From an optimization exercise on the open Yosys and OpenROAD flow, aimed at small area, a short achievable clock period and few clock cycles per item; shortcuts taken in it are not production practice.
Function was checked by simulation only, so behaviour that the tests miss may differ from the original.

==> inputs of 10-06 <==
// admm_check_node
module admm_check_node (
	input clk,
	input reset,
	input ready_in,
	input valid_in,
	input [7:0] tag_in,
	input [54:0] messages_in,
	input [54:0] duals_in,
	output busy,
	output ready_out,
	output valid_out,
	output [7:0] tag_out,
	output checkNotSatisfied,
	output [54:0] messages_out,
	output [54:0] duals_out
);
localparam C1 = 1;  
localparam C2 = 1;  
localparam C3 = 1;  
localparam C4 = 1;  
localparam C5 = 1;  
localparam C6 = 1;  
localparam NS = C1 + C2 + C3 + C4 + C5 + C6;
wire en = ready_in;
assign ready_out = ready_in;
reg [NS-1:0] vld;
always @(posedge clk or posedge reset)
	if (reset) vld <= {NS{1'b0}};
	else if (en) vld <= {vld[NS-2:0], valid_in};
assign valid_out = vld[NS-1] & ready_in;
assign busy = |vld;
genvar g, h;
wire [74:0] w0_flat;
wire [4:0] sv0;
wire [4:0] xs;
generate
	for (g = 0; g < 5; g = g + 1) begin : s1
		wire signed [10:0] x = messages_in[11*g +: 11];
		wire signed [10:0] l = duals_in[11*g +: 11];
		wire signed [15:0] xe = x;
		wire signed [15:0] le = {l[10], l, 4'b0000};
		wire signed [15:0] v = xe + le;
		wire signed [15:0] nv = -xe - le;
		assign sv0[g] = v[15];
		assign w0_flat[15*g +: 15] = v[15] ? nv[14:0] : v[14:0];
		assign xs[g] = x[10];
	end
endgenerate
wire cns0 = ^(~xs);
wire [74:0] w1_flat;
wire [4:0] sv1;
wire [8:0] tg1;
acn_reg #(75, C1) r1w (clk, en, w0_flat, w1_flat);
acn_reg #(5, C1) r1s (clk, en, sv0, sv1);
acn_reg #(9, C1) r1t (clk, en, {tag_in, cns0}, tg1);
wire [14:0] w [0:4];
wire [4:0] big, f0;
generate
  ...
make LEC_CHECK=0 ABC_AREA=1 CAP_MARGIN=20 CORE_MARGIN=2 CORE_UTILIZATION=40 SETUP_SLACK_MARGIN=5.0 SLEW_MARGIN=20 finish   # period 10.0 ns
run.sh (not shown) runs the stock make flow with config.mk's settings and CLKGATE_MAP_FILE= SYNTH_SCRIPT=/design/flow/synth_recipe.tcl, a recipe that flattens the netlist after the stock synthesis.
==> 06-02 (differences from 10-06) <==
--- a/flow/design.v
+++ b/flow/design.v
@@ -95,12 +95,69 @@
 		t = v - 1;
 		for (clog2f = 0; t > 0; clog2f = clog2f + 1)
 			t = t >> 1;
 	end
 endfunction
 endmodule
+module acn_kp (
+	input [74:0] ws_flat,
+	input flip,
+	output [18:0] N0,
+	output [18:0] N1,
+	output [18:0] N2,
+	output [18:0] N3,
+	output [18:0] N4,
+	output [4:1] gt
+);
+genvar g;
+wire [18:0] ws [0:4];    
+wire [18:0] nws [0:4];   
+generate
+	for (g = 0; g < 5; g = g + 1) begin : s3s
+		assign ws[g] = {4'd0, ws_flat[15*g +: 15]};
+		assign nws[g] = ~ws[g];
+	end
+endgenerate
+wire [18:0] y0 = ws[0] ^ {19{flip}};
+wire [18:0] K0 = {8'd0, 1'b1, 9'd0, flip};                  
+wire [18:0] K1 = {8'd0, 1'b1, 8'd0, flip, ~flip};          
+wire [18:0] K2 = {8'd0, 1'b1, 8'd0, 1'b1, flip};           
+wire [18:0] K3 = {8'd0, 1'b1, 7'd0, flip, ~flip, ~flip};  
+wire [18:0] a_s, a_c, n1s, n1c, n2s, n2c, b_s, b_c, n3s, n3c, c_s, c_c, d_s, d_c, n4s, n4c;
+acn_csa #(19) cs0 (y0, ws[1], ws[2], a_s, a_c);
+acn_csa #(19) cs1 (y0, ws[1], K0, n1s, n1c);
+acn_csa #(19) cs2 (a_s, a_c, K0, n2s, n2c);
+acn_csa #(19) cs3 (a_s, a_c, ws[3], b_s, b_c);
+acn_csa #(19) cs4 (b_s, b_c, K0, n3s, n3c);
+acn_csa #(19) cs5 (ws[3], ws[4], K0, c_s, c_c);
+acn_csa #(19) cs6 (a_s, a_c, c_s, d_s, d_c);
+acn_csa #(19) cs7 (d_s, d_c, c_c, n4s, n4c);
+assign N0 = y0 + K0;
+assign N1 = n1s + n1c;
+assign N2 = n2s + n2c;
+assign N3 = n3s + n3c;
+assign N4 = n4s + n4c;
+wire [18:0] g1s, g1c;
+acn_csa #(19) cg1 (y0, K0, nws[1], g1s, g1c);
+wire [18:0] g1v = g1s + g1c;
+wire [18:0] g2s, g2c, g2t, g2u;
+acn_csa #(19) cg2a (y0, ws[1], {nws[2][17:0], 1'b0}, g2s, g2c);
+acn_csa #(19) cg2b (g2s, g2c, K1, g2t, g2u);
+wire [18:0] g2v = g2t + g2u;
+wire [18:0] g3m, g3n, g3s, g3c, g3t, g3u;
+acn_csa #(19) cg3a (nws[3], {nws[3][17:0], 1'b0}, K2, g3m, g3n);
+acn_csa #(19) cg3b (a_s, a_c, g3m, g3s, g3c);
+acn_csa #(19) cg3c (g3s, g3c, g3n, g3t, g3u);
+wire [18:0] g3v = g3t + g3u;
+wire [18:0] g4m, g4n, g4s, g4c, g4t, g4u;
+acn_csa #(19) cg4a (ws[3], {nws[4][16:0], 2'b00}, K3, g4m, g4n);
+acn_csa #(19) cg4b (a_s, a_c, g4m, g4s, g4c);
+acn_csa #(19) cg4c (g4s, g4c, g4n, g4t, g4u);
+wire [18:0] g4v = g4t + g4u;
+assign gt = {~g4v[18], ~g3v[18], ~g2v[18], ~g1v[18]};
+endmodule
 module admm_check_node (
 	input clk,
 	input reset,
 	input ready_in,
 	input valid_in,
 	input [7:0] tag_in,
@@ -137,15 +194,14 @@
 	for (g = 0; g < 5; g = g + 1) begin : s1
 		wire signed [10:0] x = messages_in[11*g +: 11];
 		wire signed [10:0] l = duals_in[11*g +: 11];
 		wire signed [15:0] xe = x;
 		wire signed [15:0] le = {l[10], l, 4'b0000};
 		wire signed [15:0] v = xe + le;
-		wire signed [15:0] nv = -xe - le;
 		assign sv0[g] = v[15];
-		assign w0_flat[15*g +: 15] = v[15] ? nv[14:0] : v[14:0];
+		assign w0_flat[15*g +: 15] = (v[14:0] ^ {15{v[15]}}) + v[15];
 		assign xs[g] = x[10];
 	end
 endgenerate
 wire cns0 = ^(~xs);
 wire [74:0] w1_flat;
 wire [4:0] sv1;
@@ -190,92 +246,45 @@
 		assign amin[g] = &am;
 	end
 endgenerate
 wire flip = ~(^f0);
 wire [4:0] f2 = f0 ^ ({5{flip}} & amin);
 wire [4:0] ts2 = f2 ^ sv1;  
-wire [2:0] rk [0:4];
+wire [4:0] oh [0:4];
 generate
 	for (g = 0; g < 5; g = g + 1) begin : s2r
-		wire [2:0] wr = bef[g][0] + bef[g][1] + bef[g][2] + bef[g][3] + bef[g][4];
-		wire mb = |(amin & bef[g]);
-		assign rk[g] = ~flip ? wr : amin[g] ? 3'd0 : wr + {2'b00, ~mb};
+		wire [4:0] ow = cnt1h(bef[g]);             
+		wire mb = |(amin & bef[g]);                
+		wire [4:0] ofl = amin[g] ? 5'b00001 : (mb ? ow : {ow[3:0], 1'b0});
+		assign oh[g] = flip ? ofl : ow;
 	end
 endgenerate
-wire [79:0] s2_flat;
+wire [74:0] s2_flat;
 generate
 	for (g = 0; g < 5; g = g + 1) begin : s2s
-		wire [15:0] t [0:4];
-		wire [15:0] m [0:4];
+		wire [14:0] m [0:4];
 		for (h = 0; h < 5; h = h + 1) begin : mm
-			assign t[h] = ts2[h] ? -{1'b0, w[h]} : {1'b0, w[h]};
-			assign m[h] = {16{rk[h] == g}} & t[h];
+			assign m[h] = {15{oh[h][g]}} & w[h];
 		end
-		assign s2_flat[16*g +: 16] = m[0] | m[1] | m[2] | m[3] | m[4];
+		assign s2_flat[15*g +: 15] = m[0] | m[1] | m[2] | m[3] | m[4];
 	end
 endgenerate
-wire [79:0] s3_flat;
+wire [74:0] s3_flat;
+wire flip3;
 wire [74:0] w3_flat;
 wire [4:0] sv3, ts3;
 wire [8:0] tg3;
-acn_reg #(80, C2) r2s (clk, en, s2_flat, s3_flat);
+acn_reg #(75, C2) r2s (clk, en, s2_flat, s3_flat);
+acn_reg #(1, C2) r2p (clk, en, flip, flip3);
 acn_reg #(75, C2) r2w (clk, en, w1_flat, w3_flat);
 acn_reg #(5, C2) r2v (clk, en, sv1, sv3);
 acn_reg #(5, C2) r2f (clk, en, ts2, ts3);
 acn_reg #(9, C2) r2t (clk, en, tg1, tg3);
-wire signed [15:0] s [0:4];
-generate
-	for (g = 0; g < 5; g = g + 1) begin : s3s
-		assign s[g] = s3_flat[16*g +: 16];
-	end
-endgenerate
-wire [18:0] ns [0:4];
-generate
-	for (g = 0; g < 5; g = g + 1) begin : s3n
-		assign ns[g] = ~{{3{s[g][15]}}, s[g]};
-	end
-endgenerate
-wire [18:0] a012s, a012c, a3s, a3c, k4s, k4c, a4s, a4c, a4t, a4u, k2s, k2c;
-acn_csa #(19) cs0 (ns[0], ns[1], ns[2], a012s, a012c);
-acn_csa #(19) cs1 (a012s, a012c, 19'd1027, k2s, k2c);
-acn_csa #(19) cs2 (a012s, a012c, ns[3], a3s, a3c);
-acn_csa #(19) cs3 (ns[3], ns[4], 19'd1029, k4s, k4c);
-acn_csa #(19) cs4 (a012s, a012c, k4s, a4s, a4c);
-acn_csa #(19) cs5 (a4s, a4c, k4c, a4t, a4u);
-wire [18:0] a3t, a3u;
-acn_csa #(19) cs6 (a3s, a3c, 19'd1028, a3t, a3u);
-wire signed [18:0] N0 = ns[0] + 19'd1025;
-wire signed [18:0] N1 = ns[0] + ns[1] + 19'd1026;
-wire signed [18:0] N2 = k2s + k2c;
-wire signed [18:0] N3 = a3t + a3u;
-wire signed [18:0] N4 = a4t + a4u;
-wire [16:0] d1 = s[0] - s[1];
-wire [16:0] d2 = s[1] - s[2];
-wire [16:0] d3 = s[2] - s[3];
-wire [16:0] d4 = s[3] - s[4];
-wire b1 = |d1[16:10];
-wire b2 = |d2[16:10];
-wire b3 = |d3[16:10];
-wire b4 = |d4[16:10];
-wire [12:0] u2 = d1[9:0] + {d2[9:0], 1'b0};
-wire [13:0] e1 = {4'd0, d1[9:0]};
-wire [13:0] e2 = {3'd0, d2[9:0], 1'b0};
-wire [13:0] e3 = {3'd0, d3[9:0], 1'b0};
-wire [13:0] e3b = {4'd0, d3[9:0]};
-wire [13:0] e4 = {2'd0, d4[9:0], 2'b00};
-wire [13:0] p3s, p3c, p3t, p3u, p4s, p4c, p4t, p4u;
-acn_csa #(14) cu0 (e1, e2, e3, p3s, p3c);
-acn_csa #(14) cu1 (p3s, p3c, e3b, p3t, p3u);
-acn_csa #(14) cu2 (p3t, p3u, e4, p4t, p4u);
-wire [13:0] u3 = p3t + p3u;
-wire [13:0] u4 = p4t + p4u;
+wire [18:0] N0, N1, N2, N3, N4;
 wire [4:1] gt;
-assign gt[1] = ~b1;
-assign gt[2] = ~b1 & ~b2 & (u2 < 13'd1024);
-assign gt[3] = ~b1 & ~b2 & ~b3 & (u3 < 14'd1024);
-assign gt[4] = ~b1 & ~b2 & ~b3 & ~b4 & (u4 < 14'd1024);
+acn_kp kp (s3_flat, flip3, N0, N1, N2, N3, N4, gt);
 wire [74:0] w4_flat;
 wire [4:0] sv4, ts4;
 wire [8:0] tg4;
 wire [94:0] N4_flat;
 wire [4:1] gt4;
 acn_reg #(75, C3) r3w (clk, en, w3_flat, w4_flat);
@@ -297,32 +306,29 @@
 acn_divc #(3, 20) dv3 ({1'b1, ~M2[18], M2[17:0]}, q3, m3);
 acn_divc #(5, 21) dv5 ({2'b10, ~M4[18], M4[17:0]}, q5, m5);
 wire [18:0] fl3 = {~q3[18], q3[17:0]};
 wire [18:0] fl5 = {~q5[18], q5[17:0]};
 wire [18:0] Dv = ({19{kh4[0]}} & M0) | ({19{kh4[1]}} & {M1[18], M1[18:1]}) | ({19{kh4[2]}} & fl3) |
                  ({19{kh4[3]}} & {{2{M3[18]}}, M3[18:2]}) | ({19{kh4[4]}} & fl5);
-wire signed [10:0] ct [0:4];
+wire [13:0] ce [0:4];
 generate
 	for (g = 0; g < 5; g = g + 1) begin : s4c
 		wire [14:0] wv = w4_flat[15*g +: 15];
 		wire [9:0] cm = (|wv[14:9]) ? 10'd512 : wv[9:0];
-		assign ct[g] = ts4[g] ? -{1'b0, cm} : {1'b0, cm};
+		assign ce[g] = {4'd0, cm} ^ {14{ts4[g]}};
 	end
 endgenerate
-wire [13:0] ce [0:4];
-generate
-	for (g = 0; g < 5; g = g + 1) begin : s4ce
-		assign ce[g] = {{3{ct[g][10]}}, ct[g]};
-	end
-endgenerate
-wire [13:0] cs_a, cs_b, cs_c, cs_d, cs_e, cs_f;
+wire [2:0] tpc = ts4[0] + ts4[1] + ts4[2] + ts4[3] + ts4[4];
+wire [13:0] kc = {3'd0, 2'b11, 6'd0, tpc};
+wire [13:0] cs_a, cs_b, cs_c, cs_d, cs_e, cs_f, cs_g, cs_h;
 acn_csa #(14) cc0 (ce[0], ce[1], ce[2], cs_a, cs_b);
-acn_csa #(14) cc1 (cs_a, cs_b, ce[3], cs_c, cs_d);
-acn_csa #(14) cc2 (cs_c, cs_d, ce[4], cs_e, cs_f);
-wire signed [13:0] csum = cs_e + cs_f;
-wire sel4 = csum >= -14'sd1536;
+acn_csa #(14) cc1 (ce[3], ce[4], kc, cs_c, cs_d);
+acn_csa #(14) cc2 (cs_a, cs_b, cs_c, cs_e, cs_f);
+acn_csa #(14) cc3 (cs_e, cs_f, cs_d, cs_g, cs_h);
+wire [13:0] csum = cs_g + cs_h;
+wire sel4 = ~csum[13];
 reg [5:0] ntl;  
 always @* begin
 	ntl = 6'd0;
 	if (kh4[1]) ntl = {M1[0], 5'd0};
 	if (kh4[3]) ntl = {M3[1:0], 4'd0};
 	if (kh4[2]) case (m3[1:0]) 2'd1: ntl = 6'd21; 2'd2: ntl = 6'd43; default: ntl = 6'd0; endcase
@@ -405,12 +411,26 @@
 		                          ((G <= -17'sd16361) | ((G == -17'sd16360) & zz4)) ? 11'h401 : G[14:4];
 	end
 endgenerate
 acn_reg #(55, C6) r6d (clk, en, dual6, duals_out);
 acn_reg #(55, C6) r6m (clk, en, msg6, messages_out);
 acn_reg #(9, C6) r6t (clk, en, tg6, {tag_out, checkNotSatisfied});
+function [4:0] cnt1h;
+	input [4:0] b;
+	integer i, j, c;
+	begin
+		cnt1h = 5'b00001;
+		for (i = 0; i < 32; i = i + 1) begin
+			c = 0;
+			for (j = 0; j < 5; j = j + 1)
+				c = c + ((i >> j) & 1);
+			if (b == i)
+				cnt1h = 5'b00001 << c;
+		end
+	end
+endfunction
 function integer pidx;
 	input integer i;
 	input integer j;
 	begin
 		pidx = i * 4 - (i * (i - 1)) / 2 + (j - i - 1);
 	end
- CORE_UTILIZATION: 40 -> 70
- SETUP_SLACK_MARGIN: 5.0 -> 4.7
==> 01-13 (differences from 10-06) <==
--- a/flow/design.v
+++ b/flow/design.v
@@ -245,37 +245,36 @@
 acn_csa #(19) cs6 (a3s, a3c, 19'd1028, a3t, a3u);
 wire signed [18:0] N0 = ns[0] + 19'd1025;
 wire signed [18:0] N1 = ns[0] + ns[1] + 19'd1026;
 wire signed [18:0] N2 = k2s + k2c;
 wire signed [18:0] N3 = a3t + a3u;
 wire signed [18:0] N4 = a4t + a4u;
-wire [16:0] d1 = s[0] - s[1];
-wire [16:0] d2 = s[1] - s[2];
-wire [16:0] d3 = s[2] - s[3];
-wire [16:0] d4 = s[3] - s[4];
-wire b1 = |d1[16:10];
-wire b2 = |d2[16:10];
-wire b3 = |d3[16:10];
-wire b4 = |d4[16:10];
-wire [12:0] u2 = d1[9:0] + {d2[9:0], 1'b0};
-wire [13:0] e1 = {4'd0, d1[9:0]};
-wire [13:0] e2 = {3'd0, d2[9:0], 1'b0};
-wire [13:0] e3 = {3'd0, d3[9:0], 1'b0};
-wire [13:0] e3b = {4'd0, d3[9:0]};
-wire [13:0] e4 = {2'd0, d4[9:0], 2'b00};
-wire [13:0] p3s, p3c, p3t, p3u, p4s, p4c, p4t, p4u;
-acn_csa #(14) cu0 (e1, e2, e3, p3s, p3c);
-acn_csa #(14) cu1 (p3s, p3c, e3b, p3t, p3u);
-acn_csa #(14) cu2 (p3t, p3u, e4, p4t, p4u);
-wire [13:0] u3 = p3t + p3u;
-wire [13:0] u4 = p4t + p4u;
-wire [4:1] gt;
-assign gt[1] = ~b1;
-assign gt[2] = ~b1 & ~b2 & (u2 < 13'd1024);
-assign gt[3] = ~b1 & ~b2 & ~b3 & (u3 < 14'd1024);
-assign gt[4] = ~b1 & ~b2 & ~b3 & ~b4 & (u4 < 14'd1024);
+wire [18:0] ps [0:4];
+generate
+	for (g = 0; g < 5; g = g + 1) begin : s3p
+		assign ps[g] = {{3{s[g][15]}}, s[g]};
+	end
+endgenerate
+wire [18:0] g1s, g1c;
+acn_csa #(19) cg1 (ns[0], ps[1], 19'd1024, g1s, g1c);
+wire [18:0] g1v = g1s + g1c;
+wire [18:0] g2s, g2c, g2t, g2u;
+acn_csa #(19) cg2a (ns[0], ns[1], {ps[2][17:0], 1'b0}, g2s, g2c);
+acn_csa #(19) cg2b (g2s, g2c, 19'd1025, g2t, g2u);
+wire [18:0] g2v = g2t + g2u;
+wire [18:0] g3m, g3n, g3s, g3c, g3t, g3u;
+acn_csa #(19) cg3a (ps[3], {ps[3][17:0], 1'b0}, 19'd1026, g3m, g3n);
+acn_csa #(19) cg3b (a012s, a012c, g3m, g3s, g3c);
+acn_csa #(19) cg3c (g3s, g3c, g3n, g3t, g3u);
+wire [18:0] g3v = g3t + g3u;
+wire [18:0] g4m, g4n, g4s, g4c, g4t, g4u;
+acn_csa #(19) cg4a (ns[3], {ps[4][16:0], 2'b00}, 19'd1027, g4m, g4n);
+acn_csa #(19) cg4b (a012s, a012c, g4m, g4s, g4c);
+acn_csa #(19) cg4c (g4s, g4c, g4n, g4t, g4u);
+wire [18:0] g4v = g4t + g4u;
+wire [4:1] gt = {~g4v[18], ~g3v[18], ~g2v[18], ~g1v[18]};
 wire [74:0] w4_flat;
 wire [4:0] sv4, ts4;
 wire [8:0] tg4;
 wire [94:0] N4_flat;
 wire [4:1] gt4;
 acn_reg #(75, C3) r3w (clk, en, w3_flat, w4_flat);
@@ -297,32 +296,29 @@
 acn_divc #(3, 20) dv3 ({1'b1, ~M2[18], M2[17:0]}, q3, m3);
 acn_divc #(5, 21) dv5 ({2'b10, ~M4[18], M4[17:0]}, q5, m5);
 wire [18:0] fl3 = {~q3[18], q3[17:0]};
 wire [18:0] fl5 = {~q5[18], q5[17:0]};
 wire [18:0] Dv = ({19{kh4[0]}} & M0) | ({19{kh4[1]}} & {M1[18], M1[18:1]}) | ({19{kh4[2]}} & fl3) |
                  ({19{kh4[3]}} & {{2{M3[18]}}, M3[18:2]}) | ({19{kh4[4]}} & fl5);
-wire signed [10:0] ct [0:4];
+wire [13:0] ce [0:4];
 generate
 	for (g = 0; g < 5; g = g + 1) begin : s4c
 		wire [14:0] wv = w4_flat[15*g +: 15];
 		wire [9:0] cm = (|wv[14:9]) ? 10'd512 : wv[9:0];
-		assign ct[g] = ts4[g] ? -{1'b0, cm} : {1'b0, cm};
-	end
-endgenerate
-wire [13:0] ce [0:4];
-generate
-	for (g = 0; g < 5; g = g + 1) begin : s4ce
-		assign ce[g] = {{3{ct[g][10]}}, ct[g]};
+		assign ce[g] = {4'd0, cm} ^ {14{ts4[g]}};
 	end
 endgenerate
-wire [13:0] cs_a, cs_b, cs_c, cs_d, cs_e, cs_f;
+wire [2:0] tpc = ts4[0] + ts4[1] + ts4[2] + ts4[3] + ts4[4];
+wire [13:0] kc = {3'd0, 2'b11, 6'd0, tpc};
+wire [13:0] cs_a, cs_b, cs_c, cs_d, cs_e, cs_f, cs_g, cs_h;
 acn_csa #(14) cc0 (ce[0], ce[1], ce[2], cs_a, cs_b);
-acn_csa #(14) cc1 (cs_a, cs_b, ce[3], cs_c, cs_d);
-acn_csa #(14) cc2 (cs_c, cs_d, ce[4], cs_e, cs_f);
-wire signed [13:0] csum = cs_e + cs_f;
-wire sel4 = csum >= -14'sd1536;
+acn_csa #(14) cc1 (ce[3], ce[4], kc, cs_c, cs_d);
+acn_csa #(14) cc2 (cs_a, cs_b, cs_c, cs_e, cs_f);
+acn_csa #(14) cc3 (cs_e, cs_f, cs_d, cs_g, cs_h);
+wire [13:0] csum = cs_g + cs_h;
+wire sel4 = ~csum[13];
 reg [5:0] ntl;  
 always @* begin
 	ntl = 6'd0;
 	if (kh4[1]) ntl = {M1[0], 5'd0};
 	if (kh4[3]) ntl = {M3[1:0], 4'd0};
 	if (kh4[2]) case (m3[1:0]) 2'd1: ntl = 6'd21; 2'd2: ntl = 6'd43; default: ntl = 6'd0; endcase
- CORE_UTILIZATION: 40 -> 60
==> run summary <==
quantity	10-06	01-13	06-02
Tapcells inserted	2526	1662	1380
Outcome	finished clean	finished clean	finished clean
Total of cells resized after clock tree synthesis	199	160	29
Multiplexer area fraction after synthesis	0.0129%	0.0259%	0.0410%
Setup bufs post-CTS	206	117	3
Worst Setup EP	r3k.r.q_r[3]	r2s.r.q_r[13]	r2s.r.q_r[5]
Largest driver fanout on the critical path	4	12	14
First-pass GRT wire length	354000 µm	337000 µm	320000 µm
Final period demand of the worst path	5.80 ns	5.22 ns	5.32 ns
Post-layout net count	10900	10800	9702
Setup skew after layout	0.0887 ns	0.0358 ns	0.0250 ns
Startpoint of the worst-slack reg-to-reg timing path	r2s.r.q_r[1]	r1w.r.q_r[1]	r1w.r.q_r[62]
Yosys warning total	13	13	14
Antenna Diode Count	5	2	5
Testbench counts of 10-06, summed over its fixed seeds: cycles 4,848, items 4,800.
Testbench counts of 06-02, summed over its fixed seeds: cycles 4,848, items 4,800.
Testbench counts of 01-13, summed over its fixed seeds: cycles 4,848, items 4,800.

==> separate check: timing with driven ports <==
How much do the figures lean on ideal ports? The routed layouts below were timed once more, with nothing changed but the port constraints. Step 1: set_driving_cell puts a clkbuf_16 on clk and a buf_2 on each other input, an assumption about the parent block. Step 2 moves the port delays by t, midway between the first and last clock arrival at a register: inputs arrive t later, outputs are due t later. That takes back most of the time a late clock gives input paths. Three values: no drivers, after step 1, after step 2; two values: the first two.
run | t, ns | setup WS [ns] | worst data-port slew with drivers (ns)
10-06 | 0.826 | 4.203 / 4.203 / 4.203 | 0.19
06-02 | 0.764 | 4.677 / 4.677 / 4.113 | 0.07
01-13 | 0.801 | 4.781 / 4.781 / 4.434 | 0.20
After both steps setup and hold are still met in every run listed. For 06-02, which loses most, drivers alone change the setup slack by 0.000 ns; drivers and shift together by -0.564 ns.
